This is an optimization exercise on Yosys and OpenROAD, whose aim is small area, not a production implementation. The RTL was checked by simulation tests, not by an equivalence proof against the original design. The clock port is modelled as an ideal driver; clocking choices that lean on that would not hold on a real chip.

--- flow/flow/run.sh ---
#!/bin/bash
# The standard layout, with two changes: clock tree synthesis adds no dummy
# loads, and the port buffers are the smallest buffer.
set -euo pipefail
export CTS_ARGS="-sink_clustering_enable -repair_clock_nets -sink_clustering_size 30 -sink_clustering_max_diameter 100 -dont_use_dummy_load"
export BUFFER_PORTS_ARGS="-buffer_cell sky130_fd_sc_hd__buf_1"
bash ./standard.sh > standard.log 2>&1
--- flow/constraint.sdc ---
create_clock -name core_clock -period 12.0 [get_ports {clk}]
set_input_delay 2.4000 -clock core_clock [delete_from_list [all_inputs] [get_ports {clk}]]
set_output_delay 2.4000 -clock core_clock [all_outputs]
set_load 0.01 [all_outputs]
--- flow/design.v ---
module layer_1(
  input clk,
  input reset,
  input in_valid,
  input [7:0] pxl_in,
  output [8:0] pool_out,
  output out_valid
);
  reg [7:0] pd;
  reg ivd;
  always @(posedge clk) begin
    pd <= pxl_in;
    ivd <= in_valid;
  end
  reg [1023:0] ch;
  always @(posedge clk)
    if (ivd) ch <= {ch[1015:0], pd};
  reg [4:0] row, col;
  always @(posedge clk or posedge reset)
    if (reset) begin
      row <= 5'd0; col <= 5'd0;
    end else if (in_valid) begin
      col <= col + 5'd1;
      if (col == 5'd31) row <= row + 5'd1;
    end
  reg v0, v1, vo;
  reg xo0, yo0, xo1, yo1;
  always @(posedge clk or posedge reset)
    if (reset) begin
      v0 <= 1'b0; v1 <= 1'b0; vo <= 1'b0;
    end else begin
      v0 <= in_valid && row >= 5'd4 && col >= 5'd4;
      v1 <= v0;
      vo <= v1 && xo1 && yo1;
    end
  always @(posedge clk) begin
    xo0 <= col[0]; yo0 <= row[0];
    xo1 <= xo0; yo1 <= yo0;
  end
  reg [14:0] a1;
  reg [16:0] a2, a3;
  reg [17:0] a4;
  reg [3:0] nzh;
  wire nz_col = (|ch[1023:1016]) | (|ch[767:760]) | (|ch[511:504]) | (|ch[255:248]) | (|pd[7:0]);
  wire nz = (|nzh) | (|ch[767:760]) | (|ch[511:504]) | (|ch[255:248]);
  wire n1 = ch[1016] ^ ch[760];
  wire n2 = ch[1016] & ch[760];
  wire n3s, n3c;
  fadd un3 (ch[1017], ch[761], n2, n3s, n3c);
  wire n4s, n4c;
  fadd un4 (ch[1018], ch[762], n3c, n4s, n4c);
  wire n5s, n5c;
  fadd un5 (ch[1019], ch[763], n4c, n5s, n5c);
  wire n6s, n6c;
  fadd un6 (ch[1020], ch[764], n5c, n6s, n6c);
  wire n7s, n7c;
  fadd un7 (ch[1021], ch[765], n6c, n7s, n7c);
  wire n8s, n8c;
  fadd un8 (ch[1022], ch[766], n7c, n8s, n8c);
  wire n9s, n9c;
  fadd un9 (ch[1023], ch[767], n8c, n9s, n9c);
  wire n10 = ch[504] ^ ch[248];
  wire n11 = ch[504] & ch[248];
  wire n12s, n12c;
  fadd un12 (ch[505], ch[249], pd[1], n12s, n12c);
  wire n13s, n13c;
  fadd un13 (ch[506], ch[250], pd[2], n13s, n13c);
  wire n14s, n14c;
  fadd un14 (ch[507], ch[251], pd[3], n14s, n14c);
  wire n15s, n15c;
  fadd un15 (ch[508], ch[252], pd[4], n15s, n15c);
  wire n16s, n16c;
  fadd un16 (ch[509], ch[253], pd[5], n16s, n16c);
  wire n17s, n17c;
  fadd un17 (ch[510], ch[254], pd[6], n17s, n17c);
  wire n18s, n18c;
  fadd un18 (ch[511], ch[255], pd[7], n18s, n18c);
  wire n19 = n10 ^ pd[0];
  wire n20 = n10 & pd[0];
  wire n21s, n21c;
  fadd un21 (n11, n12s, n20, n21s, n21c);
  wire n22s, n22c;
  fadd un22 (n12c, n13s, n21c, n22s, n22c);
  wire n23s, n23c;
  fadd un23 (n13c, n14s, n22c, n23s, n23c);
  wire n24s, n24c;
  fadd un24 (n14c, n15s, n23c, n24s, n24c);
  wire n25s, n25c;
  fadd un25 (n15c, n16s, n24c, n25s, n25c);
  wire n26s, n26c;
  fadd un26 (n16c, n17s, n25c, n26s, n26c);
  wire n27s, n27c;
  fadd un27 (n17c, n18s, n26c, n27s, n27c);
  wire n28 = n18c ^ n27c;
  wire n29 = n18c & n27c;
  wire n30 = ~ch[760];
  wire n31 = ~ch[761];
  wire n32 = ~ch[762];
  wire n33 = ~ch[763];
  wire n34 = ~ch[764];
  wire n35 = ~ch[765];
  wire n36 = ~ch[766];
  wire n37 = ~ch[767];
  wire n38 = ~ch[504];
  wire n39 = ~ch[505];
  wire n40 = ~ch[506];
  wire n41 = ~ch[507];
  wire n42 = ~ch[508];
  wire n43 = ~ch[509];
  wire n44 = ~ch[510];
  wire n45 = ~ch[511];
  wire n46s, n46c;
  fadd un46 (ch[1018], ch[1016], n31, n46s, n46c);
  wire n47s, n47c;
  fadd un47 (ch[1019], ch[1017], n32, n47s, n47c);
  wire n48 = n19 ^ pd[4];
  wire n49 = n19 & pd[4];
  wire n50s, n50c;
  fadd un50 (ch[1020], ch[1018], n33, n50s, n50c);
  wire n51s, n51c;
  fadd un51 (n21s, pd[5], pd[3], n51s, n51c);
  wire n52s, n52c;
  fadd un52 (ch[1021], ch[1019], n34, n52s, n52c);
  wire n53s, n53c;
  fadd un53 (ch[760], n22s, pd[6], n53s, n53c);
  wire n54 = pd[4] ^ n44;
  wire n55 = pd[4] & n44;
  wire n56s, n56c;
  fadd un56 (ch[1022], ch[1020], n35, n56s, n56c);
  wire n57s, n57c;
  fadd un57 (ch[761], n23s, pd[7], n57s, n57c);
  wire n58s, n58c;
  fadd un58 (pd[5], n45, n43, n58s, n58c);
  wire n59s, n59c;
  fadd un59 (ch[1023], ch[1021], n36, n59s, n59c);
  wire n60s, n60c;
  fadd un60 (ch[762], n24s, pd[6], n60s, n60c);
  wire n61s, n61c;
  fadd un61 (ch[1022], n37, ch[763], n61s, n61c);
  wire n62s, n62c;
  fadd un62 (n25s, pd[7], n45, n62s, n62c);
  wire n63s, n63c;
  fadd un63 (ch[1017], n30, pd[2], n63s, n63c);
  wire n64s, n64c;
  fadd un64 (n46s, pd[3], pd[1], n64s, n64c);
  wire n65s, n65c;
  fadd un65 (n46c, n47s, n48, n65s, n65c);
  wire n66s, n66c;
  fadd un66 (pd[2], n42, n40, n66s, n66c);
  wire n67s, n67c;
  fadd un67 (n47c, n49, n50s, n67s, n67c);
  wire n68s, n68c;
  fadd un68 (n51s, n43, n41, n68s, n68c);
  wire n69s, n69c;
  fadd un69 (n50c, n51c, n52s, n69s, n69c);
  wire n70s, n70c;
  fadd un70 (n53s, n54, n42, n70s, n70c);
  wire n71s, n71c;
  fadd un71 (n52c, n53c, n55, n71s, n71c);
  wire n72s, n72c;
  fadd un72 (n56s, n57s, n58s, n72s, n72c);
  wire n73s, n73c;
  fadd un73 (n56c, n57c, n58c, n73s, n73c);
  wire n74s, n74c;
  fadd un74 (n59s, n60s, ~n44, n74s, n74c);
  wire n75s, n75c;
  fadd un75 (n59c, n60c, n44, n75s, n75c);
  wire n76 = ~(n61s ^ n62s);
  wire n77 = n61s | n62s;
  wire n78s, n78c;
  fadd un78 (n61c, n62c, ch[1023], n78s, n78c);
  wire n79 = ~(ch[764] ^ n26s);
  wire n80 = ch[764] | n26s;
  wire n81 = n63s ^ pd[0];
  wire n82 = n63s & pd[0];
  wire n83s, n83c;
  fadd un83 (n63c, n64s, n39, n83s, n83c);
  wire n84s, n84c;
  fadd un84 (n64c, n41, n65s, n84s, n84c);
  wire n85s, n85c;
  fadd un85 (n65c, n66c, n67s, n85s, n85c);
  wire n86s, n86c;
  fadd un86 (n67c, n68c, n69s, n86s, n86c);
  wire n87s, n87c;
  fadd un87 (n69c, n70c, n71s, n87s, n87c);
  wire n88s, n88c;
  fadd un88 (n71c, n72c, n73s, n88s, n88c);
  wire n89s, n89c;
  fadd un89 (n73c, n74c, n75s, n89s, n89c);
  wire n90s, n90c;
  fadd un90 (n75c, n77, n78s, n90s, n90c);
  wire n91s, n91c;
  fadd un91 (n78c, n80, ch[765], n91s, n91c);
  wire n92s, n92c;
  fadd un92 (ch[1016], pd[1], n39, n92s, n92c);
  wire n93s, n93c;
  fadd un93 (n81, n40, n38, n93s, n93c);
  wire n94s, n94c;
  fadd un94 (n82, n83s, ~n41, n94s, n94c);
  wire n95s, n95c;
  fadd un95 (n83c, n84s, n66s, n95s, n95c);
  wire n96s, n96c;
  fadd un96 (n84c, n85s, n68s, n96s, n96c);
  wire n97s, n97c;
  fadd un97 (n85c, n86s, n70s, n97s, n97c);
  wire n98s, n98c;
  fadd un98 (n86c, n87s, n72s, n98s, n98c);
  wire n99s, n99c;
  fadd un99 (n87c, n88s, n74s, n99s, n99c);
  wire n100s, n100c;
  fadd un100 (n88c, n89s, n76, n100s, n100c);
  wire n101s, n101c;
  fadd un101 (n89c, n90s, n79, n101s, n101c);
  wire n102s, n102c;
  fadd un102 (n90c, n91s, n27s, n102s, n102c);
  wire n103s, n103c;
  fadd un103 (n91c, n28, ~ch[766], n103s, n103c);
  wire n104s, n104c;
  fadd un104 (ch[766], n29, ~ch[767], n104s, n104c);
  wire n105 = ~(pd[0] ^ n38);
  wire n106 = ~pd[0] & n38;
  wire n107s, n107c;
  fadd un107 (pd[0], n92s, n106, n107s, n107c);
  wire n108s, n108c;
  fadd un108 (n92c, n93s, n107c, n108s, n108c);
  wire n109s, n109c;
  fadd un109 (n93c, n94s, n108c, n109s, n109c);
  wire n110s, n110c;
  fadd un110 (n94c, n95s, n109c, n110s, n110c);
  wire n111s, n111c;
  fadd un111 (n95c, n96s, n110c, n111s, n111c);
  wire n112s, n112c;
  fadd un112 (n96c, n97s, n111c, n112s, n112c);
  wire n113s, n113c;
  fadd un113 (n97c, n98s, n112c, n113s, n113c);
  wire n114s, n114c;
  fadd un114 (n98c, n99s, n113c, n114s, n114c);
  wire n115s, n115c;
  fadd un115 (n99c, n100s, n114c, n115s, n115c);
  wire n116s, n116c;
  fadd un116 (n100c, n101s, n115c, n116s, n116c);
  wire n117s, n117c;
  fadd un117 (n101c, n102s, n116c, n117s, n117c);
  wire n118s, n118c;
  fadd un118 (n102c, n103s, n117c, n118s, n118c);
  wire n119s, n119c;
  fadd un119 (n103c, n104s, n118c, n119s, n119c);
  wire n120 = n104c ^ ch[767] ^ n119c;
  wire [14:0] base = {n120, n119s, n118s, n117s, n116s, n115s, n114s, n113s, n112s, n111s, n110s, n109s, n108s, n107s, n105};
  wire n121 = n4s ^ n1;
  wire n122 = n4s & n1;
  wire n123s, n123c;
  fadd un123 (n5s, n3s, n24s, n123s, n123c);
  wire n124s, n124c;
  fadd un124 (n6s, n4s, n25s, n124s, n124c);
  wire n125s, n125c;
  fadd un125 (n7s, n5s, n26s, n125s, n125c);
  wire n126s, n126c;
  fadd un126 (n8s, n6s, n27s, n126s, n126c);
  wire n127s, n127c;
  fadd un127 (n9s, n7s, n28, n127s, n127c);
  wire n128s, n128c;
  fadd un128 (n9c, n8s, n29, n128s, n128c);
  wire n129 = n1 ^ n21s;
  wire n130 = n1 & n21s;
  wire n131s, n131c;
  fadd un131 (n3s, n22s, n130, n131s, n131c);
  wire n132s, n132c;
  fadd un132 (n121, n23s, n131c, n132s, n132c);
  wire n133s, n133c;
  fadd un133 (n122, n123s, n132c, n133s, n133c);
  wire n134s, n134c;
  fadd un134 (n123c, n124s, n133c, n134s, n134c);
  wire n135s, n135c;
  fadd un135 (n124c, n125s, n134c, n135s, n135c);
  wire n136s, n136c;
  fadd un136 (n125c, n126s, n135c, n136s, n136c);
  wire n137s, n137c;
  fadd un137 (n126c, n127s, n136c, n137s, n137c);
  wire n138s, n138c;
  fadd un138 (n127c, n128s, n137c, n138s, n138c);
  wire n139s, n139c;
  fadd un139 (n128c, n9s, n138c, n139s, n139c);
  wire n140 = n9c ^ n139c;
  wire n141 = n9c & n139c;
  wire [12:0] dsum = {n141, n140, n139s, n138s, n137s, n136s, n135s, n134s, n133s, n132s, n131s, n129, n19};
  wire n142 = dsum[1] ^ dsum[0];
  wire n143 = dsum[1] & dsum[0];
  wire n144s, n144c;
  fadd un144 (dsum[2], dsum[1], n143, n144s, n144c);
  wire n145s, n145c;
  fadd un145 (dsum[3], dsum[2], n144c, n145s, n145c);
  wire n146s, n146c;
  fadd un146 (dsum[4], dsum[3], n145c, n146s, n146c);
  wire n147s, n147c;
  fadd un147 (dsum[5], dsum[4], n146c, n147s, n147c);
  wire n148s, n148c;
  fadd un148 (dsum[6], dsum[5], n147c, n148s, n148c);
  wire n149s, n149c;
  fadd un149 (dsum[7], dsum[6], n148c, n149s, n149c);
  wire n150s, n150c;
  fadd un150 (dsum[8], dsum[7], n149c, n150s, n150c);
  wire n151s, n151c;
  fadd un151 (dsum[9], dsum[8], n150c, n151s, n151c);
  wire n152s, n152c;
  fadd un152 (dsum[10], dsum[9], n151c, n152s, n152c);
  wire n153s, n153c;
  fadd un153 (dsum[11], dsum[10], n152c, n153s, n153c);
  wire n154s, n154c;
  fadd un154 (dsum[12], dsum[11], n153c, n154s, n154c);
  wire n155 = dsum[12] ^ n154c;
  wire n156 = dsum[12] & n154c;
  wire [14:0] d3 = {n156, n155, n154s, n153s, n152s, n151s, n150s, n149s, n148s, n147s, n146s, n145s, n144s, n142, dsum[0]};
  wire n157 = a1[0] ^ base[0];
  wire n158 = a1[0] & base[0];
  wire n159s, n159c;
  fadd un159 (a1[1], base[1], dsum[1], n159s, n159c);
  wire n160s, n160c;
  fadd un160 (a1[2], base[2], dsum[2], n160s, n160c);
  wire n161s, n161c;
  fadd un161 (a1[3], base[3], dsum[3], n161s, n161c);
  wire n162s, n162c;
  fadd un162 (a1[4], base[4], dsum[4], n162s, n162c);
  wire n163s, n163c;
  fadd un163 (a1[5], base[5], dsum[5], n163s, n163c);
  wire n164s, n164c;
  fadd un164 (a1[6], base[6], dsum[6], n164s, n164c);
  wire n165s, n165c;
  fadd un165 (a1[7], base[7], dsum[7], n165s, n165c);
  wire n166s, n166c;
  fadd un166 (a1[8], base[8], dsum[8], n166s, n166c);
  wire n167s, n167c;
  fadd un167 (a1[9], base[9], dsum[9], n167s, n167c);
  wire n168s, n168c;
  fadd un168 (a1[10], base[10], dsum[10], n168s, n168c);
  wire n169s, n169c;
  fadd un169 (a1[11], base[11], dsum[11], n169s, n169c);
  wire n170s, n170c;
  fadd un170 (a1[12], base[12], dsum[12], n170s, n170c);
  wire n171 = a1[13] ^ base[13];
  wire n172 = a1[13] & base[13];
  wire n173 = a1[14] ^ base[14];
  wire n174 = ~(a1[14] | base[14]);
  wire n175 = n157 ^ dsum[0];
  wire n176 = n157 & dsum[0];
  wire n177s, n177c;
  fadd un177 (n158, n159s, n176, n177s, n177c);
  wire n178s, n178c;
  fadd un178 (n159c, n160s, n177c, n178s, n178c);
  wire n179s, n179c;
  fadd un179 (n160c, n161s, n178c, n179s, n179c);
  wire n180s, n180c;
  fadd un180 (n161c, n162s, n179c, n180s, n180c);
  wire n181s, n181c;
  fadd un181 (n162c, n163s, n180c, n181s, n181c);
  wire n182s, n182c;
  fadd un182 (n163c, n164s, n181c, n182s, n182c);
  wire n183s, n183c;
  fadd un183 (n164c, n165s, n182c, n183s, n183c);
  wire n184s, n184c;
  fadd un184 (n165c, n166s, n183c, n184s, n184c);
  wire n185s, n185c;
  fadd un185 (n166c, n167s, n184c, n185s, n185c);
  wire n186s, n186c;
  fadd un186 (n167c, n168s, n185c, n186s, n186c);
  wire n187s, n187c;
  fadd un187 (n168c, n169s, n186c, n187s, n187c);
  wire n188s, n188c;
  fadd un188 (n169c, n170s, n187c, n188s, n188c);
  wire n189s, n189c;
  fadd un189 (n170c, n171, n188c, n189s, n189c);
  wire n190s, n190c;
  fadd un190 (n172, n173, n189c, n190s, n190c);
  wire n191 = n174 ^ n190c;
  wire n192 = n174 & n190c;
  wire n193 = a2[1] ^ base[1];
  wire n194 = a2[1] & base[1];
  wire n195s, n195c;
  fadd un195 (a2[2], base[2], dsum[1], n195s, n195c);
  wire n196s, n196c;
  fadd un196 (a2[3], base[3], dsum[2], n196s, n196c);
  wire n197s, n197c;
  fadd un197 (a2[4], base[4], dsum[3], n197s, n197c);
  wire n198s, n198c;
  fadd un198 (a2[5], base[5], dsum[4], n198s, n198c);
  wire n199s, n199c;
  fadd un199 (a2[6], base[6], dsum[5], n199s, n199c);
  wire n200s, n200c;
  fadd un200 (a2[7], base[7], dsum[6], n200s, n200c);
  wire n201s, n201c;
  fadd un201 (a2[8], base[8], dsum[7], n201s, n201c);
  wire n202s, n202c;
  fadd un202 (a2[9], base[9], dsum[8], n202s, n202c);
  wire n203s, n203c;
  fadd un203 (a2[10], base[10], dsum[9], n203s, n203c);
  wire n204s, n204c;
  fadd un204 (a2[11], base[11], dsum[10], n204s, n204c);
  wire n205s, n205c;
  fadd un205 (a2[12], base[12], dsum[11], n205s, n205c);
  wire n206s, n206c;
  fadd un206 (a2[13], base[13], dsum[12], n206s, n206c);
  wire n207 = ~(a2[14] ^ base[14]);
  wire n208 = a2[14] & ~base[14];
  wire n209 = a2[0] ^ base[0];
  wire n210 = a2[0] & base[0];
  wire n211s, n211c;
  fadd un211 (n193, dsum[0], n210, n211s, n211c);
  wire n212s, n212c;
  fadd un212 (n194, n195s, n211c, n212s, n212c);
  wire n213s, n213c;
  fadd un213 (n195c, n196s, n212c, n213s, n213c);
  wire n214s, n214c;
  fadd un214 (n196c, n197s, n213c, n214s, n214c);
  wire n215s, n215c;
  fadd un215 (n197c, n198s, n214c, n215s, n215c);
  wire n216s, n216c;
  fadd un216 (n198c, n199s, n215c, n216s, n216c);
  wire n217s, n217c;
  fadd un217 (n199c, n200s, n216c, n217s, n217c);
  wire n218s, n218c;
  fadd un218 (n200c, n201s, n217c, n218s, n218c);
  wire n219s, n219c;
  fadd un219 (n201c, n202s, n218c, n219s, n219c);
  wire n220s, n220c;
  fadd un220 (n202c, n203s, n219c, n220s, n220c);
  wire n221s, n221c;
  fadd un221 (n203c, n204s, n220c, n221s, n221c);
  wire n222s, n222c;
  fadd un222 (n204c, n205s, n221c, n222s, n222c);
  wire n223s, n223c;
  fadd un223 (n205c, n206s, n222c, n223s, n223c);
  wire n224s, n224c;
  fadd un224 (n206c, n207, n223c, n224s, n224c);
  wire n225s, n225c;
  fadd un225 (n208, a2[15], n224c, n225s, n225c);
  wire n226 = a2[16] ^ n225c;
  wire n227 = a3[0] ^ base[0];
  wire n228 = a3[0] & base[0];
  wire n229s, n229c;
  fadd un229 (a3[1], base[1], d3[1], n229s, n229c);
  wire n230s, n230c;
  fadd un230 (a3[2], base[2], d3[2], n230s, n230c);
  wire n231s, n231c;
  fadd un231 (a3[3], base[3], d3[3], n231s, n231c);
  wire n232s, n232c;
  fadd un232 (a3[4], base[4], d3[4], n232s, n232c);
  wire n233s, n233c;
  fadd un233 (a3[5], base[5], d3[5], n233s, n233c);
  wire n234s, n234c;
  fadd un234 (a3[6], base[6], d3[6], n234s, n234c);
  wire n235s, n235c;
  fadd un235 (a3[7], base[7], d3[7], n235s, n235c);
  wire n236s, n236c;
  fadd un236 (a3[8], base[8], d3[8], n236s, n236c);
  wire n237s, n237c;
  fadd un237 (a3[9], base[9], d3[9], n237s, n237c);
  wire n238s, n238c;
  fadd un238 (a3[10], base[10], d3[10], n238s, n238c);
  wire n239s, n239c;
  fadd un239 (a3[11], base[11], d3[11], n239s, n239c);
  wire n240s, n240c;
  fadd un240 (a3[12], base[12], d3[12], n240s, n240c);
  wire n241s, n241c;
  fadd un241 (a3[13], base[13], d3[13], n241s, n241c);
  wire n242s, n242c;
  fadd un242 (a3[14], d3[14], ~base[14], n242s, n242c);
  wire n243 = n227 ^ d3[0];
  wire n244 = n227 & d3[0];
  wire n245s, n245c;
  fadd un245 (n228, n229s, n244, n245s, n245c);
  wire n246s, n246c;
  fadd un246 (n229c, n230s, n245c, n246s, n246c);
  wire n247s, n247c;
  fadd un247 (n230c, n231s, n246c, n247s, n247c);
  wire n248s, n248c;
  fadd un248 (n231c, n232s, n247c, n248s, n248c);
  wire n249s, n249c;
  fadd un249 (n232c, n233s, n248c, n249s, n249c);
  wire n250s, n250c;
  fadd un250 (n233c, n234s, n249c, n250s, n250c);
  wire n251s, n251c;
  fadd un251 (n234c, n235s, n250c, n251s, n251c);
  wire n252s, n252c;
  fadd un252 (n235c, n236s, n251c, n252s, n252c);
  wire n253s, n253c;
  fadd un253 (n236c, n237s, n252c, n253s, n253c);
  wire n254s, n254c;
  fadd un254 (n237c, n238s, n253c, n254s, n254c);
  wire n255s, n255c;
  fadd un255 (n238c, n239s, n254c, n255s, n255c);
  wire n256s, n256c;
  fadd un256 (n239c, n240s, n255c, n256s, n256c);
  wire n257s, n257c;
  fadd un257 (n240c, n241s, n256c, n257s, n257c);
  wire n258s, n258c;
  fadd un258 (n241c, n242s, n257c, n258s, n258c);
  wire n259s, n259c;
  fadd un259 (n242c, a3[15], n258c, n259s, n259c);
  wire n260 = a3[16] ^ n259c;
  wire n261 = a3[16] & n259c;
  wire n262 = a4[5] ^ base[5];
  wire n263 = a4[5] & base[5];
  wire n264s, n264c;
  fadd un264 (a4[6], base[6], dsum[4], n264s, n264c);
  wire n265s, n265c;
  fadd un265 (a4[7], base[7], dsum[5], n265s, n265c);
  wire n266 = n36 ^ n34;
  wire n267 = n36 & n34;
  wire n268s, n268c;
  fadd un268 (a4[8], base[8], dsum[6], n268s, n268c);
  wire n269 = n37 ^ n35;
  wire n270 = n37 & n35;
  wire n271s, n271c;
  fadd un271 (a4[9], base[9], dsum[7], n271s, n271c);
  wire n272s, n272c;
  fadd un272 (a4[10], base[10], dsum[8], n272s, n272c);
  wire n273 = a4[11] ^ base[11];
  wire n274 = a4[11] & base[11];
  wire n275s, n275c;
  fadd un275 (a4[3], base[3], dsum[1], n275s, n275c);
  wire n276s, n276c;
  fadd un276 (base[4], dsum[2], n33, n276s, n276c);
  wire n277 = n31 ^ n30;
  wire n278 = n31 & n30;
  wire n279s, n279c;
  fadd un279 (a4[4], n262, dsum[3], n279s, n279c);
  wire n280s, n280c;
  fadd un280 (n34, n32, n31, n280s, n280c);
  wire n281s, n281c;
  fadd un281 (n263, n264s, n33, n281s, n281c);
  wire n282s, n282c;
  fadd un282 (n32, n30, ~n35, n282s, n282c);
  wire n283s, n283c;
  fadd un283 (n264c, n35, n265s, n283s, n283c);
  wire n284s, n284c;
  fadd un284 (n266, n33, n31, n284s, n284c);
  wire n285s, n285c;
  fadd un285 (n265c, n267, n268s, n285s, n285c);
  wire n286s, n286c;
  fadd un286 (n269, n34, n32, n286s, n286c);
  wire n287s, n287c;
  fadd un287 (n268c, n270, n271s, n287s, n287c);
  wire n288s, n288c;
  fadd un288 (n35, n33, ~n36, n288s, n288c);
  wire n289s, n289c;
  fadd un289 (n271c, n36, n272s, n289s, n289c);
  wire n290s, n290c;
  fadd un290 (n36, n34, ~n37, n290s, n290c);
  wire n291s, n291c;
  fadd un291 (n272c, n37, n273, n291s, n291c);
  wire n292s, n292c;
  fadd un292 (dsum[9], n37, n35, n292s, n292c);
  wire n293s, n293c;
  fadd un293 (n274, a4[12], base[12], n293s, n293c);
  wire n294 = dsum[10] ^ n36;
  wire n295 = dsum[10] & n36;
  wire n296s, n296c;
  fadd un296 (a4[13], base[13], dsum[11], n296s, n296c);
  wire n297 = a4[14] ^ dsum[12];
  wire n298 = a4[14] & dsum[12];
  wire n299 = a4[1] ^ base[1];
  wire n300 = a4[1] & base[1];
  wire n301s, n301c;
  fadd un301 (a4[2], base[2], dsum[0], n301s, n301c);
  wire n302s, n302c;
  fadd un302 (n275s, n32, n30, n302s, n302c);
  wire n303s, n303c;
  fadd un303 (n275c, n276s, n277, n303s, n303c);
  wire n304s, n304c;
  fadd un304 (n276c, n278, n279s, n304s, n304c);
  wire n305s, n305c;
  fadd un305 (n279c, n280c, n281s, n305s, n305c);
  wire n306s, n306c;
  fadd un306 (n281c, n282c, n283s, n306s, n306c);
  wire n307s, n307c;
  fadd un307 (n283c, n284c, n285s, n307s, n307c);
  wire n308s, n308c;
  fadd un308 (n285c, n286c, n287s, n308s, n308c);
  wire n309s, n309c;
  fadd un309 (n287c, n288c, n289s, n309s, n309c);
  wire n310s, n310c;
  fadd un310 (n289c, n290c, n291s, n310s, n310c);
  wire n311s, n311c;
  fadd un311 (n291c, n292c, n293s, n311s, n311c);
  wire n312s, n312c;
  fadd un312 (n293c, n295, n296s, n312s, n312c);
  wire n313s, n313c;
  fadd un313 (n296c, n37, n297, n313s, n313c);
  wire n314 = a4[0] ^ nz;
  wire n315 = ~(a4[0] | nz);
  wire n316s, n316c;
  fadd un316 (a4[0], n299, n30, n316s, n316c);
  wire n317s, n317c;
  fadd un317 (n300, n301s, n31, n317s, n317c);
  wire n318 = ~(n301c ^ n302s);
  wire n319 = n301c | n302s;
  wire n320s, n320c;
  fadd un320 (n302c, n303s, ~a4[4], n320s, n320c);
  wire n321s, n321c;
  fadd un321 (n303c, n304s, n280s, n321s, n321c);
  wire n322s, n322c;
  fadd un322 (n304c, n305s, n282s, n322s, n322c);
  wire n323s, n323c;
  fadd un323 (n305c, n306s, n284s, n323s, n323c);
  wire n324s, n324c;
  fadd un324 (n306c, n307s, n286s, n324s, n324c);
  wire n325s, n325c;
  fadd un325 (n307c, n308s, n288s, n325s, n325c);
  wire n326s, n326c;
  fadd un326 (n308c, n309s, n290s, n326s, n326c);
  wire n327s, n327c;
  fadd un327 (n309c, n310s, n292s, n327s, n327c);
  wire n328s, n328c;
  fadd un328 (n310c, n311s, n294, n328s, n328c);
  wire n329s, n329c;
  fadd un329 (n311c, n312s, ~n37, n329s, n329c);
  wire n330s, n330c;
  fadd un330 (n312c, n313s, ~base[14], n330s, n330c);
  wire n331s, n331c;
  fadd un331 (n313c, a4[15], ~n298, n331s, n331c);
  wire n332 = ~(n298 ^ a4[16]);
  wire n333 = n298 | a4[16];
  wire n334 = n314 ^ base[0];
  wire n335 = n314 & base[0];
  wire n336s, n336c;
  fadd un336 (n315, n316s, n335, n336s, n336c);
  wire n337s, n337c;
  fadd un337 (n316c, n317s, n336c, n337s, n337c);
  wire n338s, n338c;
  fadd un338 (n317c, n318, n337c, n338s, n338c);
  wire n339s, n339c;
  fadd un339 (n319, n320s, n338c, n339s, n339c);
  wire n340s, n340c;
  fadd un340 (n320c, n321s, n339c, n340s, n340c);
  wire n341s, n341c;
  fadd un341 (n321c, n322s, n340c, n341s, n341c);
  wire n342s, n342c;
  fadd un342 (n322c, n323s, n341c, n342s, n342c);
  wire n343s, n343c;
  fadd un343 (n323c, n324s, n342c, n343s, n343c);
  wire n344s, n344c;
  fadd un344 (n324c, n325s, n343c, n344s, n344c);
  wire n345s, n345c;
  fadd un345 (n325c, n326s, n344c, n345s, n345c);
  wire n346s, n346c;
  fadd un346 (n326c, n327s, n345c, n346s, n346c);
  wire n347s, n347c;
  fadd un347 (n327c, n328s, n346c, n347s, n347c);
  wire n348s, n348c;
  fadd un348 (n328c, n329s, n347c, n348s, n348c);
  wire n349s, n349c;
  fadd un349 (n329c, n330s, n348c, n349s, n349c);
  wire n350s, n350c;
  fadd un350 (n330c, n331s, n349c, n350s, n350c);
  wire n351s, n351c;
  fadd un351 (n331c, n332, n350c, n351s, n351c);
  wire n352 = n333 ^ a4[17] ^ n351c;
  wire [14:0] a1_n = {base[14], base[13], base[12], base[11], base[10], base[9], base[8], base[7], base[6], base[5], base[4], base[3], base[2], base[1], base[0]};
  wire [16:0] a2_n = {n192, n191, n190s, n189s, n188s, n187s, n186s, n185s, n184s, n183s, n182s, n181s, n180s, n179s, n178s, n177s, n175};
  wire [16:0] a3_n = {n226, n225s, n224s, n223s, n222s, n221s, n220s, n219s, n218s, n217s, n216s, n215s, n214s, n213s, n212s, n211s, n209};
  wire [17:0] a4_n = {n261, n260, n259s, n258s, n257s, n256s, n255s, n254s, n253s, n252s, n251s, n250s, n249s, n248s, n247s, n246s, n245s, n243};
  wire [17:0] a_sum = {n352, n351s, n350s, n349s, n348s, n347s, n346s, n345s, n344s, n343s, n342s, n341s, n340s, n339s, n338s, n337s, n336s, n334};
  wire n353 = ~a_r[15];
  wire n354 = ~a_r[16];
  wire n355 = ~a_r[12];
  wire n356 = ~a_r[13];
  wire n357 = ~a_r[14];
  wire n358 = ~a_r[10];
  wire n359 = ~a_r[11];
  wire n360 = n353 ^ n355;
  wire n361 = n353 & n355;
  wire n362s, n362c;
  fadd un362 (n354, n356, n359, n362s, n362c);
  wire n363s, n363c;
  fadd un363 (n357, n355, a_r[7], n363s, n363c);
  wire n364 = a_r[4] ^ a_r[2];
  wire n365 = a_r[4] & a_r[2];
  wire n366s, n366c;
  fadd un366 (a_r[17], n356, a_r[8], n366s, n366c);
  wire n367s, n367c;
  fadd un367 (a_r[5], a_r[3], ~n353, n367s, n367c);
  wire n368s, n368c;
  fadd un368 (n353, n357, a_r[9], n368s, n368c);
  wire n369s, n369c;
  fadd un369 (a_r[6], a_r[4], ~n354, n369s, n369c);
  wire n370s, n370c;
  fadd un370 (n354, n353, a_r[10], n370s, n370c);
  wire n371s, n371c;
  fadd un371 (a_r[7], a_r[5], ~a_r[17], n371s, n371c);
  wire n372s, n372c;
  fadd un372 (a_r[17], n354, a_r[11], n372s, n372c);
  wire n373 = a_r[8] ^ a_r[6];
  wire n374 = a_r[8] & a_r[6];
  wire n375s, n375c;
  fadd un375 (a_r[17], a_r[12], a_r[9], n375s, n375c);
  wire n376 = a_r[13] ^ a_r[10];
  wire n377 = a_r[13] & a_r[10];
  wire n378 = n360 ^ n358;
  wire n379 = n360 & n358;
  wire n380s, n380c;
  fadd un380 (n361, n362s, a_r[6], n380s, n380c);
  wire n381s, n381c;
  fadd un381 (n362c, n363s, n364, n381s, n381c);
  wire n382s, n382c;
  fadd un382 (n363c, n365, n366s, n382s, n382c);
  wire n383s, n383c;
  fadd un383 (n366c, n367c, n368s, n383s, n383c);
  wire n384s, n384c;
  fadd un384 (n368c, n369c, n370s, n384s, n384c);
  wire n385s, n385c;
  fadd un385 (n370c, n371c, n372s, n385s, n385c);
  wire n386s, n386c;
  fadd un386 (n372c, n374, n375s, n386s, n386c);
  wire n387s, n387c;
  fadd un387 (n375c, a_r[7], n376, n387s, n387c);
  wire n388s, n388c;
  fadd un388 (n377, a_r[11], a_r[9], n388s, n388c);
  wire n389s, n389c;
  fadd un389 (a_r[14], a_r[12], a_r[10], n389s, n389c);
  wire n390s, n390c;
  fadd un390 (a_r[15], a_r[13], a_r[11], n390s, n390c);
  wire n391s, n391c;
  fadd un391 (a_r[16], a_r[12], ~a_r[14], n391s, n391c);
  wire n392s, n392c;
  fadd un392 (a_r[14], a_r[15], a_r[13], n392s, n392c);
  wire n393 = n378 ^ a_r[5];
  wire n394 = n378 & a_r[5];
  wire n395s, n395c;
  fadd un395 (n379, n380s, a_r[3], n395s, n395c);
  wire n396s, n396c;
  fadd un396 (n380c, n381s, ~a_r[17], n396s, n396c);
  wire n397s, n397c;
  fadd un397 (n381c, n382s, n367s, n397s, n397c);
  wire n398s, n398c;
  fadd un398 (n382c, n383s, n369s, n398s, n398c);
  wire n399s, n399c;
  fadd un399 (n383c, n384s, n371s, n399s, n399c);
  wire n400s, n400c;
  fadd un400 (n384c, n385s, n373, n400s, n400c);
  wire n401s, n401c;
  fadd un401 (n385c, n386s, ~a_r[7], n401s, n401c);
  wire n402s, n402c;
  fadd un402 (n386c, n387s, a_r[8], n402s, n402c);
  wire n403s, n403c;
  fadd un403 (n387c, n388s, ~a_r[14], n403s, n403c);
  wire n404s, n404c;
  fadd un404 (n388c, n389s, ~a_r[15], n404s, n404c);
  wire n405s, n405c;
  fadd un405 (n389c, n390s, ~a_r[16], n405s, n405c);
  wire n406s, n406c;
  fadd un406 (n390c, n391s, ~a_r[17], n406s, n406c);
  wire n407 = ~(n391c ^ n392s);
  wire n408 = n391c | n392s;
  wire n409s, n409c;
  fadd un409 (n392c, a_r[14], ~a_r[16], n409s, n409c);
  wire n410s, n410c;
  fadd un410 (~a_r[16], a_r[15], a_r[17], n410s, n410c);
  wire n411 = n393 ^ a_r[2];
  wire n412 = n393 & a_r[2];
  wire n413s, n413c;
  fadd un413 (n394, n395s, n412, n413s, n413c);
  wire n414s, n414c;
  fadd un414 (n395c, n396s, n413c, n414s, n414c);
  wire n415s, n415c;
  fadd un415 (n396c, n397s, n414c, n415s, n415c);
  wire n416s, n416c;
  fadd un416 (n397c, n398s, n415c, n416s, n416c);
  wire n417s, n417c;
  fadd un417 (n398c, n399s, n416c, n417s, n417c);
  wire n418s, n418c;
  fadd un418 (n399c, n400s, n417c, n418s, n418c);
  wire n419s, n419c;
  fadd un419 (n400c, n401s, n418c, n419s, n419c);
  wire n420s, n420c;
  fadd un420 (n401c, n402s, n419c, n420s, n420c);
  wire n421s, n421c;
  fadd un421 (n402c, n403s, n420c, n421s, n421c);
  wire n422s, n422c;
  fadd un422 (n403c, n404s, n421c, n422s, n422c);
  wire n423s, n423c;
  fadd un423 (n404c, n405s, n422c, n423s, n423c);
  wire n424s, n424c;
  fadd un424 (n405c, n406s, n423c, n424s, n424c);
  wire n425s, n425c;
  fadd un425 (n406c, n407, n424c, n425s, n425c);
  wire n426s, n426c;
  fadd un426 (n408, n409s, n425c, n426s, n426c);
  wire n427 = n409c ^ n410s ^ n426c;
  wire [28:0] prod = {n427, n426s, n425s, n424s, n423s, n422s, n421s, n420s, n419s, n418s, n417s, n416s, n415s, n414s, n413s, n411, 1'b0, 1'b0, 1'b0, 1'b0, 1'b0, 1'b0, 1'b0, 1'b0, 1'b0, 1'b0, 1'b0, 1'b0, 1'b0};
  always @(posedge clk)
    if (ivd) begin
      a1 <= a1_n; a2 <= a2_n; a3 <= a3_n; a4 <= a4_n;
      nzh <= {nzh[2:0], nz_col};
    end
  reg [17:0] a_r;
  always @(posedge clk)
    a_r <= a_sum;
  wire [8:0] c9 = {~prod[28], prod[27], prod[26], prod[25], prod[24], prod[23], prod[22], prod[21], prod[20]};
  reg [7:0] hm;
  reg [111:0] pb;
  wire [7:0] other = xo1 ? hm : (yo1 ? pb[111:104] : 8'd0);
  wire [7:0] res = (c9[8] || c9[7:0] < other) ? other : c9[7:0];
  always @(posedge clk) begin
    if (v1 && !xo1) hm <= res;
    if (v1 && xo1) pb <= {pb[103:0], res};
  end
  assign pool_out = {1'b0, pb[7:0]};
  assign out_valid = vo;
endmodule
module fadd(input a, input b, input c, output s, output co);
  assign s = a ^ b ^ c;
  assign co = (a & b) | (a & c) | (b & c);
endmodule
--- flow/config.mk ---
export PLATFORM = sky130hd
export DESIGN_NAME = layer_1
export DESIGN_NICKNAME = layer_1
export VERILOG_FILES = /design/flow/design.v
export SDC_FILE = /design/flow/constraint.sdc
export NUM_CORES = 4
export LEC_CHECK = 0
export CAP_MARGIN = 20
export CORE_MARGIN = 2
export CORE_UTILIZATION = 40
export CTS_CLUSTER_DIAMETER = 100
export CTS_CLUSTER_SIZE = 30
export SLEW_MARGIN = 20
export SYNTH_HIERARCHICAL = 1
export SYNTH_MINIMUM_KEEP_SIZE = 0
--- flow/standard.sh ---
#!/bin/bash
# synth_recipe.tcl (not shown) runs the flow's synth.tcl, then flattens the netlist and writes it again
# the make line also repeats each setting of config.mk as NAME=value (left out here)
make -C /OpenROAD-flow-scripts/flow DESIGN_CONFIG=/design/flow/config.mk WORK_HOME=/design/flow/orfs CLKGATE_MAP_FILE= SYNTH_SCRIPT=/design/flow/synth_recipe.tcl "${@:-finish}"
==> out/metrics.cfg, run 1 <==
[worst_setup_path]
path_common_cell = fa_1
worst_setup_path_end_kind = register
path_class = reg2reg
rrSetupSlack_ns = 0.59
timing.rr.end = a_r[17]
reg2reg_from = ch[761]
critPathMaxFanout = 5
critPathSlowestCell = fa_1
rr_worst_depth = 26
required_ns = 12.50
critPathLaunchType = register
max_stage_delay_ns = 0.71
crit_arrival_ns = 11.91

[route]
dr.pass1.iters = 5
met2_wirelength_mm = 25.9
dr_total_vias = 15200
top_layer = met5
wl_per_cell_um = 17.4
drc = 0
drtIter0Drc = 1341
drt-total-wl_mm = 58.2
met1_length_mm = 28.9
ant_nets = 0
wl_met3_mm = 2.33
avgViaCountPerCell = 4.54

[placed_design]
finalWeightedCongestion = 0.786
hpwl_mm = 34.8
port_buffers = 19
placed_cell_area_mm2 = 0.0472

[hold_path]
min_from = xo0
hold_depth = 0
hold_class = reg2reg
holdPathEnd = xo1

[sta]
finalSetupTns_ns = 0
setup_violations = 0
fmax_ghz = 0.0876
fin_crit_sh = 0.951
slew_viol_final = 0
rsz0062_at_grt = false
fin_crit_ns = 11.41
max_slew.worst_pin.slew_ns = 1.03
slew-limit-headroom = 0.310
hold_violations = 0
skew_ns = 0.0728

[yosys]
synth_fp_nets = 2150
synth_most_common_cell = edfxtp_1
synth_compound_area_frac = 0.00316
synth_ff_type = edfxtp_1
synth_common_cells = edfxtp_1 (1215), fa_1 (308), inv_1 (60)
syn_area_per_cell_um2 = 25.4
synth-xor-area-share = 0.00272
synthAdderAreaFrac = 0.152
yosysTopAreaCell = edfxtp_1
synthArstFlopShare = 0.0103
ys_warn_count = 7
synthCells = 1775
yosysSeqAreaShare = 0.828
netlist.area_leader.share = 0.808
synth_top_family_by_area = adder cells
syn_area_mm2 = 0.0452
synth.area.top_cells = edfxtp_1 (81%), fa_1 (14%), ha_1 (1.6%)
synth_edf_count = 1215
synth_simple_gate_area_frac = 0.00490
ys_types = 38
muxShareOfSynthArea = 0.00238
ys_ff_latch = 1257

[cts]
path_clk_slew_ns = 0.11
clk_path_buf_depth = 3
cts-root-buf = clkbuf_16
numCtsBuffers = 48
cts-htree-levels = 2
clk_latency_ns = 0.65
cts_tree = done
postCtsSetupBuffers = 0
cts.sink_count = 1257
cts_hold_buf = 0
cts_resized = 0

[die]
num_rows = 123
die_h_um = 340
core_area_mm2 = 0.112
die_width_um = 340
initial_core_util = 0.402
ioPinCount = 21
dieArea_mm2 = 0.116

[global_routing]
grt_usage = 0.102
grt_max_degree = 193
grt_pass1_wl_mm = 93.7
grt_pass1_vias = 16100
antenna_found_initial = 4
grt-ovfl-total = 0

[finish]
final_area_mm2 = 0.0484
nNetsFinal = 2221
drive_above_1_share = 0.0369
syn2layout_area_growth_pct = 7.17

[run_status]
status = complete, no violations

[job]
drv_cap = 0

cells in the final DEF (no fill, tap or decap), drive strengths merged, types with 2 or more instances in the layout:
cell type / Yosys / routed
edfxtp: 1215 / 1215
mux2i: 7 / 7
xnor2: 11 / 11
clkbuf: 2 / 48
inv: 60 / 60
a22oi: 6 / 6
o21ai: 3 / 3
and2: 3 / 3
nor2b: 2 / 2
mux2: 3 / 3
fa: 308 / 308
nand4: 3 / 3
nor3: 3 / 3
xor2: 3 / 3
and3: 3 / 3
nand3: 3 / 3
dfxtp: 29 / 29
nor2: 5 / 5
dfrtp: 13 / 13
ha: 56 / 56
nand2: 6 / 6
nor4: 8 / 8
buf: 9 / 32
a21oi: 2 / 2
critical path: cells and delay by family, from the launching register on:
kind	cells	cell delay, ns
xor gates and xnor gates	2	0.29
adders and majority gates	23	10.19
buffers and inverters	1	0.29
DFF	1	0.52
state kept, by name, indices dropped and copies added, names as in the netlist:
name / cells
a_r: 16
a3: 17
yo1: 1
v0: 1
yo0: 1
pb: 112
xo1: 1
nzh: 4
a4: 18
col: 5
row: 5
xo0: 1
ivd: 1
ch: 1024
a1: 15
a2: 17
vo: 1
hm: 8
pd: 8
v1: 1
per-stage QoR:
stage | hold slack, ns | worst slack [ns] | util | std cells
after floorplan | 0.310 | 1.09 | - | 1775
after global placement | 0.316 | 0.548 | 0.420 | 3296
after detailed placement | 0.316 | 0.491 | 0.420 | 3296
after CTS | 0.345 | 0.465 | 0.431 | 3344
after global routing | 0.351 | 0.152 | 0.431 | 3344
final | 0.340 | 0.590 | 0.431 | 3345
kinds of logic (layout without fill, tap and decap cells):
family | after synthesis | in the layout
other cells | 1 | 2
compound gates | 18 | 18
simple gates | 40 | 40
flops | 1257 | 1257
buf+inv | 71 | 140
mux | 10 | 10
fa+ha+maj | 364 | 364
xor+xnor | 14 | 14
worst max path at each step:
stage / start / to / slack, ns
6_report: ch[761] / a_r[17] / 0.59
5_1_grt: ch[761] / a_r[17] / 0.15
4_1_cts: ch[761] / a_r[17] / 0.46
3_5_place_dp: ch[761] / a_r[17] / 0.49
3_3_place_gp: ch[761] / a_r[17] / 0.55
2_1_floorplan: ch[761] / a_r[17] / 1.09
per-module statistics from Yosys (local to each module, per instance):
module,area [µm²],flops+latches,cells,copies in the design
layer_1,39000,1257,1467,1
fadd,20.0,0,1,308
cell type report:
cell class	count	area (µm²)
timing repair buffer	32	225
clock buffer	48	1200
fill	9391	63800
sequential	1257	37400
antenna	1	2.50
tap	1500	1880
multi-input combinational	447	7470
inverter	60	225
metal layers:
layer,GRT usage,up-vias
li1,-,6765
met1,0.163,8247
met2,0.147,112
met3,0.0189,74
met4,0.0230,4
met5,0,-
==> run 2, diff against run 1 <==
==> flow/flow/run.sh (replaced) <==
#!/bin/bash
# The standard layout, with two changes: clock tree synthesis adds no dummy
# loads, and the port buffers are the smallest buffer.
set -euo pipefail
export CTS_ARGS="-sink_clustering_enable -repair_clock_nets -sink_clustering_size 33 -sink_clustering_max_diameter 100 -dont_use_dummy_load"
export BUFFER_PORTS_ARGS="-buffer_cell sky130_fd_sc_hd__buf_1"
bash ./standard.sh > standard.log 2>&1
==> out/metrics.cfg, run 2 <==
[sta]
fin_crit_sh = 0.954  ; was 0.951
fmax_ghz = 0.0873  ; was 0.0876 GHz
max_slew.worst_pin.slew_ns = 1.05  ; was 1.03 ns
hold_violations = 0  ; unchanged
rsz0062_at_grt = false  ; unchanged
skew_ns = 0.0740  ; was 0.0728 ns
finalSetupTns_ns = 0  ; unchanged
slew-limit-headroom = 0.300  ; was 0.310
slew_viol_final = 0  ; unchanged
setup_violations = 0  ; unchanged
fin_crit_ns = 11.45  ; was 11.41 ns

[yosys]
syn_area_per_cell_um2 = 25.4  ; unchanged
yosysSeqAreaShare = 0.828  ; unchanged
synthArstFlopShare = 0.0103  ; unchanged
netlist.area_leader.share = 0.808  ; unchanged
synth_edf_count = 1215  ; unchanged
syn_area_mm2 = 0.0452  ; unchanged
synth_common_cells = edfxtp_1 (1215), fa_1 (308), inv_1 (60)  ; unchanged
synth_fp_nets = 2150  ; unchanged
ys_warn_count = 7  ; unchanged
ys_types = 38  ; unchanged
synth_most_common_cell = edfxtp_1  ; unchanged
ys_ff_latch = 1257  ; unchanged
synth.area.top_cells = edfxtp_1 (81%), fa_1 (14%), ha_1 (1.6%)  ; unchanged
synthCells = 1775  ; unchanged
yosysTopAreaCell = edfxtp_1  ; unchanged
synth_ff_type = edfxtp_1  ; unchanged

[global_routing]
grt_pass1_vias = 16100  ; about the same
antenna_found_initial = 4  ; unchanged
grt_pass1_wl_mm = 93.4  ; was 93.7 mm
grt.met3_usage = 0.0187  ; was 0.0189
grt_usage = 0.102  ; about the same
grt-busiest-layer = met1  ; unchanged
grt_max_degree = 193  ; unchanged
grt-ovfl-total = 0  ; unchanged
grtUsageMet2 = 0.147  ; about the same
grtUsageMet1 = 0.162  ; was 0.163

[hold_path]
hold_class = reg2reg  ; unchanged

[worst_setup_path]
path_class = reg2reg  ; unchanged
crit_arrival_ns = 11.94  ; was 11.91 ns
critPathLaunchType = register  ; unchanged
critPathMaxFanout = 5  ; unchanged
worst_setup_path_end_kind = register  ; unchanged
required_ns = 12.50  ; about the same

[cts]
clk_path_buf_depth = 3  ; unchanged
path_clk_slew_ns = 0.12  ; was 0.11 ns
numCtsBuffers = 46  ; was 48
clk_latency_ns = 0.66  ; was 0.65 ns
cts-htree-levels = 2  ; unchanged
cts.sink_count = 1257  ; unchanged
cts_tree = done  ; unchanged
postCtsSetupBuffers = 0  ; unchanged
cts-root-buf = clkbuf_16  ; unchanged
cts_resized = 0  ; unchanged
cts_hold_buf = 0  ; unchanged

[placed_design]
hpwl_mm = 34.8  ; unchanged
port_buffers = 19  ; unchanged
finalWeightedCongestion = 0.786  ; unchanged

[finish]
nFillCells = 9398  ; was 9391
drive_above_1_share = 0.0358  ; was 0.0369
regArea_mm2 = 0.0374  ; unchanged
largest_register_ff_count = 1024  ; unchanged
syn2layout_area_growth_pct = 7.06  ; was 7.17%
fin_util = 0.431  ; about the same
final_cell_mix = edfxtp_1 (1215), fa_1 (308), inv_1 (60)  ; unchanged
nNetsFinal = 2219  ; was 2221
largest-register = ch  ; unchanged
top_regs = ch (1024), pb (112), a4 (18)  ; unchanged
mostFrequentLayoutCell = edfxtp_1  ; unchanged
multi_input_area_mm2 = 0.00747  ; unchanged

[die]
initial_core_util = 0.402  ; unchanged
ioPinCount = 21  ; unchanged
die_h_um = 340  ; unchanged
core_area_mm2 = 0.112  ; unchanged
dieArea_mm2 = 0.116  ; unchanged
num_rows = 123  ; unchanged
die_width_um = 340  ; unchanged

[route]
wl_per_cell_um = 17.3  ; was 17.4 µm
drtIter0Drc = 1378  ; was 1341
ant_nets = 0  ; unchanged
drt-total-wl_mm = 57.9  ; was 58.2 mm
dr_total_vias = 15200  ; about the same
drc = 0  ; unchanged
dr.pass1.iters = 4  ; was 5
avgViaCountPerCell = 4.54  ; about the same

[job]
drv_cap = 0  ; unchanged

[run_status]
status = complete, no violations  ; unchanged

-- run 2: cell counts after synthesis --
No cell type changed its count.
-- run 2: cell type report --
type | instances | share of cell area
sequential | 1257 | 0.774
clock buffer | 46 | 0.0238
tap | 1500 | 0.0388
inverter | 60 | 0.00466
antenna | 1 | 0.0000518
timing repair buffer | 32 | 0.00466
multi-input combinational | 447 | 0.154
-- run 2: metal layers --
metal  part of all wire  wire length [µm]
met1               0.50             28900
met2               0.45             25800
met3              0.039              2240
met4              0.017              1010
met5            0.00036                21
-- run 2: per-stage QoR --
step | hold slack [ns] | setup slack (ns) | cell area [µm²] | std cells
global placement | 0.316 | 0.548 | 47200 | 3296
global route | 0.354 | 0.121 | 48300 | 3342
CTS | 0.347 | 0.432 | 48300 | 3342
finish | 0.342 | 0.551 | 48300 | 3343
floorplan | 0.310 | 1.09 | 45200 | 1775
detailed placement | 0.316 | 0.491 | 47200 | 3296
-- run 2: per-module statistics from Yosys (local to each module, per instance) --
module	cells	times used	cell area (µm²)
layer_1	1467	1	39000
fadd	1	308	20.0
-- run 2: worst paths after layout --
| kind | startpoint | to | slack, ns | cells past startpoint |
|---|---|---|---|---|
| worst max-delay path | ch[761] | a_r[17] | 0.55 | 26 |
| worst min-delay path | xo0 | xo1 | 0.34 | 0 |
| worst max register to register | ch[761] | a_r[17] | 0.55 | 26 |
| worst min register to register | xo0 | xo1 | 0.34 | 0 |
| max in group asynchronous | reset | vo | 9.86 | 2 |
| min in group asynchronous | reset | row[0] | 1.79 | 2 |
-- run 2: kinds of logic (layout without fill, tap and decap cells) --
kind of cell / Yosys count / in the layout / synth area share
buffers and inverters: 71 / 138 / 0.00665
XOR/XNOR: 14 / 14 / 0.00272
AND/OR/NAND/NOR: 40 / 40 / 0.00490
flip-flops: 1257 / 1257 / 0.828
other: 1 / 2 / 0.0000830
AO/OA/AOI/OAI: 18 / 18 / 0.00316
adder cells (fa/ha/maj): 364 / 364 / 0.152
multiplexers: 10 / 10 / 0.00238
-- run 2: critical path: stages, from the launching register on --
cell and delay, ns:
edfxtp_1 0.52, inv_1 0.29, fa_1 0.50, fa_1 0.58, fa_1 0.44, fa_1 0.49, fa_1 0.42, fa_1 0.41
fa_1 0.39, fa_1 0.40, fa_1 0.40, fa_1 0.40, fa_1 0.39, fa_1 0.71, fa_1 0.50, fa_1 0.52
fa_1 0.43, fa_1 0.49, fa_1 0.42, fa_1 0.40, fa_1 0.39, fa_1 0.38, fa_1 0.39, fa_1 0.38
fa_1 0.38, xor2_1 0.16, xnor2_1 0.13

## port drivers added, routing unchanged
The results above use ideal ports. As a check the final layouts listed here were re-extracted and re-timed, cells and wires unchanged.
Step 1 assumes that a clkbuf_16 drives the clock port and a buf_2 every other input.
Step 2 also shifts input and output timing later by t, the mid clock arrival at the registers, as if the neighbouring blocks saw the same clock.
a / b / c = ideal / step 1 / step 2; a / b = the first two.
| run | t, ns | setup WS [ns] | worst register clock-pin slew, ns |
|---|---|---|---|
| run 1 | 0.679 | 0.590 / 0.590 / 0.590 | 0.12 / 0.12 |
| run 2 | 0.683 | 0.551 / 0.551 / 0.551 | 0.12 / 0.12 |
After both steps every run listed still meets setup and hold.
